Context: an optimization exercise on an open-source flow, tuned for small area, a short achievable clock period and few clock cycles. The choices shown serve that exercise and are no tape-out recipe. Function was checked by simulation only, so behaviour that the tests miss may differ from the original.

==> inputs of build 54 <==
Design SNN, start of the top module:
module SNN(
	clk,
	rst_n,
	in_valid,
	img,
	ker,
	weight,
	out_valid,
	out_data
);
clock: 15.0 ns
lec_check: 0
cap_margin: 50
core_margin: 2
core_utilization: 40
slew_margin: 70
standard.sh (not shown) runs the stock make flow with config.mk's settings and CLKGATE_MAP_FILE= SYNTH_SCRIPT=/design/flow/synth_recipe.tcl, a recipe that flattens the netlist after the stock synthesis.
==> flow/flow/run.sh <==
#!/bin/bash
# The standard layout with one netlist pass between synthesis and floorplan:
# flow/invopt.py folds away the inverters that Yosys's full-adder extraction
# leaves between full adder cells (a full adder is self-dual, so adders are
# flipped to need fewer inverters). Registers and all other cells are kept.
# Each tool writes its full output to its own log in this folder.
set -euo pipefail
R=orfs/results/${FLOW_PLATFORM}/SNN/base
bash standard.sh synth > synth.log 2>&1
cp "$R/1_2_yosys.v" 1_2_yosys.before_invopt.v
python3 flow/invopt.py "$R/1_2_yosys.v" > invopt.log 2>&1
rm -f "$R/1_synth.odb" "$R/1_synth.sdc"
bash standard.sh > layout.log 2>&1
==> flow/flow/invopt.py <==
#!/usr/bin/env python3
"""Removes the inverters that Yosys's full-adder extraction leaves between
full adder cells. A full adder is self-dual (FA(~a,~b,~c) = ~FA(a,b,c) on
both outputs), so each full adder may be flipped: its inputs and outputs
change polarity. Flips are chosen by local search to minimise the number of
signals whose complement is needed; then every inverter is rebuilt, one per
signal that needs its complement. Registers and all other cells are kept.
usage: invopt.py netlist.v  (rewrites the file in place)"""
import re, sys

path = sys.argv[1]
src = open(path).read()
m = re.search(r'^(.*?\bmodule\s+\S+\s*\(.*?\);)(.*)(\bendmodule\b.*)$', src, re.S)
head, body, tail = m.group(1), m.group(2), m.group(3)

OUTS = {'X', 'Y', 'Q', 'Q_N', 'SUM', 'COUT', 'HI', 'LO'}
stmts = [s for s in body.split(';')]
decls, insts, others = [], [], []
inst_re = re.compile(r'^\s*(sky130_fd_sc_hd__\w+)\s+(\S+)\s*\((.*)\)\s*$', re.S)
pin_re = re.compile(r'\.(\w+)\s*\(\s*(.*?)\s*\)\s*(?:,|$)', re.S)
for s in stmts:
    t = re.sub(r'\(\*.*?\*\)', '', s).strip()
    if not t:
        continue
    mi = inst_re.match(t)
    if mi:
        pins = [(p, n.strip()) for p, n in pin_re.findall(mi.group(3))]
        insts.append([mi.group(1), mi.group(2), pins])
    elif re.match(r'^(input|output|inout|wire|reg)\b', t):
        decls.append(t)
    else:
        others.append(t)

# nets referenced outside cell pins (ports, assigns) stay as they are
port_nets = set()
for d in decls:
    if d.startswith('output') or d.startswith('input'):
        pass
fixed_text = ' '.join(others)

driver = {}
for idx, (typ, name, pins) in enumerate(insts):
    for p, n in pins:
        if p in OUTS:
            driver[n] = (idx, p)

def is_inv(idx):
    return insts[idx][0].startswith('sky130_fd_sc_hd__inv_')

out_ports = set()
for d in decls:
    mo = re.match(r'^output\s+(?:\[(\d+):(\d+)\]\s*)?(\S+)', d)
    if mo:
        if mo.group(1):
            for b in range(int(mo.group(2)), int(mo.group(1)) + 1):
                out_ports.add(f'{mo.group(3)}[{b}]')
        else:
            out_ports.add(mo.group(3))

def keep_inv(idx):
    y = dict(insts[idx][2])['Y']
    return y in out_ports or y in fixed_text

def root(n):
    """(root net, parity) following removable inverters"""
    par = 0
    seen = 0
    while n in driver and is_inv(driver[n][0]) and not keep_inv(driver[n][0]) and seen < 100:
        n = dict(insts[driver[n][0]][2])['A']
        par ^= 1
        seen += 1
    return n, par

# consumers: (inst idx, pin, root, parity)
cons = []
for idx, (typ, name, pins) in enumerate(insts):
    if is_inv(idx) and not keep_inv(idx):
        continue
    for p, n in pins:
        if p in OUTS:
            continue
        r, par = root(n)
        cons.append([idx, p, r, par])

fa = [i for i, (t, _, _) in enumerate(insts) if t.startswith('sky130_fd_sc_hd__fa_')]
fa_set = set(fa)
flip = {i: 0 for i in fa}

def drv_flip(r):
    d = driver.get(r)
    if d and d[0] in fa_set:
        return flip[d[0]]
    return 0

by_root = {}
for c in cons:
    by_root.setdefault(c[2], []).append(c)
def need_comp(r):
    f = drv_flip(r)
    for idx, p, rr, par in by_root[r]:
        e = par ^ f ^ (flip[idx] if idx in fa_set else 0)
        if e:
            return 1
    return 0
def cost_around(i):
    roots = set()
    for p, n in insts[i][2]:
        if p in OUTS:
            roots.add(n)
        else:
            roots.add(root(n)[0])
    return sum(need_comp(r) for r in roots if r in by_root), roots

before = sum(need_comp(r) for r in by_root)
improved = True
rounds = 0
while improved and rounds < 50:
    improved = False
    rounds += 1
    for i in fa:
        c0, roots = cost_around(i)
        flip[i] ^= 1
        c1 = sum(need_comp(r) for r in roots if r in by_root)
        if c1 < c0:
            improved = True
        else:
            flip[i] ^= 1
after = sum(need_comp(r) for r in by_root)

# rebuild: remove removable inverters, one new inverter per root needing its complement
comp_net = {}
new_insts = []
k = 0
for r in sorted(by_root):
    if need_comp(r):
        k += 1
        nn = f'_invopt_n{k}_'
        comp_net[r] = nn
        new_insts.append(['sky130_fd_sc_hd__inv_1', f'_invopt_{k}_', [('A', r), ('Y', nn)]])
newpins = {}
for idx, p, r, par in cons:
    e = par ^ drv_flip(r) ^ (flip[idx] if idx in fa_set else 0)
    newpins[(idx, p)] = comp_net[r] if e else r
out = []
for idx, (typ, name, pins) in enumerate(insts):
    if is_inv(idx) and not keep_inv(idx):
        continue
    ps = [(p, newpins.get((idx, p), n)) for p, n in pins]
    out.append([typ, name, ps])
out += new_insts

def net(n):
    return n + ' ' if n.startswith('\\') else n
lines = [head]
for d in decls:
    lines.append('  ' + d + ' ;')
for d in new_insts:
    lines.append(f'  wire {d[2][1][1]};')
for typ, name, ps in out:
    conn = ',\n    '.join(f'.{p}({net(n)})' for p, n in ps)
    lines.append(f'  {typ} {net(name)}(\n    {conn}\n  );')
for o in others:
    lines.append('  ' + o + ' ;')
lines.append(tail)
open(path, 'w').write('\n'.join(lines) + ('\n' if not tail.endswith('\n') else ''))
ninv = sum(1 for i in range(len(insts)) if is_inv(i))
print(f'invopt: {ninv} inverters before, {len(new_insts)} after '
      f'({sum(1 for i in range(len(insts)) if is_inv(i) and keep_inv(i))} kept on ports); '
      f'{sum(flip.values())} of {len(fa)} full adders flipped; {rounds} rounds')
==> trial 15: changes against build 54 <==
==> flow/run.sh (new file) <==
#!/bin/bash
# synth_recipe.tcl (not shown) runs the flow's synth.tcl, then flattens the netlist and writes it again
# the make line also repeats each setting of config.mk as NAME=value (left out here)
make -C /OpenROAD-flow-scripts/flow DESIGN_CONFIG=/design/flow/config.mk WORK_HOME=/design/flow/orfs CLKGATE_MAP_FILE= SYNTH_SCRIPT=/design/flow/synth_recipe.tcl finish
--- a/flow/config.mk
+++ b/flow/config.mk
@@ -7,5 +7,5 @@
 export LEC_CHECK = 0
 export CAP_MARGIN = 50
 export CORE_MARGIN = 2
-export CORE_UTILIZATION = 40
+export CORE_UTILIZATION = 60
 export SLEW_MARGIN = 70
removed: flow/flow/run.sh
removed: flow/flow/invopt.py
removed: flow/standard.sh
==> build 38: changes against build 54 <==
--- a/flow/config.mk
+++ b/flow/config.mk
@@ -5,7 +5,7 @@
 export SDC_FILE = /design/flow/constraint.sdc
 export NUM_CORES = 4
 export LEC_CHECK = 0
-export CAP_MARGIN = 50
+export CAP_MARGIN = 20
 export CORE_MARGIN = 2
 export CORE_UTILIZATION = 40
-export SLEW_MARGIN = 70
+export SLEW_MARGIN = 20
==> qor summary <==
                                                                           build 54    build 38    trial 15
Result of the run                                  no timing/DRC/antenna violations  no timing/DRC/antenna violations  no timing/DRC/antenna violations
Hold Slack                                                                0.2987 ns   0.3132 ns   0.3163 ns
Vias per std cell                                                             5.012       5.025       5.348
M2 GR Usage                                                                  31.10%      30.71%      49.07%
Routability Congestion                                                       0.8591      0.8591      0.9068
Slew at the pin closest to its max-slew limit                             0.4708 ns    1.060 ns   0.4362 ns
Post-detailed-placement half-perimeter wirelength                          69680 um    69020 um    73300 um
Most common library cell in the layout ignoring fill and taps                  fa_1        fa_1       inv_1
Gate Count Post-Synth                                                          2951        2951        3433
Clock slew at the register clock pins of the worst setup and hold paths     0.06 ns     0.07 ns     0.06 ns
Top routing layer in use                                                       met5        met4        met4
Antenna violations before repair                                                  4           6           5
Pre-Repair DR Iteration Count                                                     7           5           7
Wire length of the first global-routing pass                              139300 um   138600 um   148600 um
Final cell utilization of the core                                           45.18%      44.62%      66.43%
Data arrival time of the critical path                                      5.89 ns     6.23 ns     6.01 ns
Die area                                                                  94720 um2   94720 um2   66580 um2
Testbench counts of build 54, summed over its fixed seeds: cycles 24,648.
Testbench counts of trial 15, summed over its fixed seeds: cycles 24,648.
Testbench counts of build 38, summed over its fixed seeds: cycles 24,648.

## separate check: timing with driven ports
How much do the figures lean on ideal ports? The routed layouts below were timed once more, with nothing changed but the port constraints. Step 1 assumes that a clkbuf_16 drives the clock port and a buf_2 every other input. Step 2, shift: input delay + t, output delay - t, t = (earliest + latest rising clock arrival at the registers) / 2. This alone moves slack from input paths to output paths. Slacks: ideal ports / drivers / drivers and shift; pairs: ideal ports / drivers.
| run | t, ns | setup slack, ns | worst register clock-pin slew, ns | worst slew at a driven data input, ns | cell pins on the clock port's net |
|---|---|---|---|---|---|
| build 54 | 0.703 | 9.667 / 9.667 / 9.667 | 0.07 / 0.07 | 0.05 | 1 |
| trial 15 | 0.667 | 9.515 / 9.515 / 9.515 | 0.07 / 0.07 | 0.04 | 1 |
| build 38 | 0.725 | 9.349 / 9.349 / 9.349 | 0.07 / 0.07 | 0.05 | 1 |
After both steps every run listed still meets setup and hold.
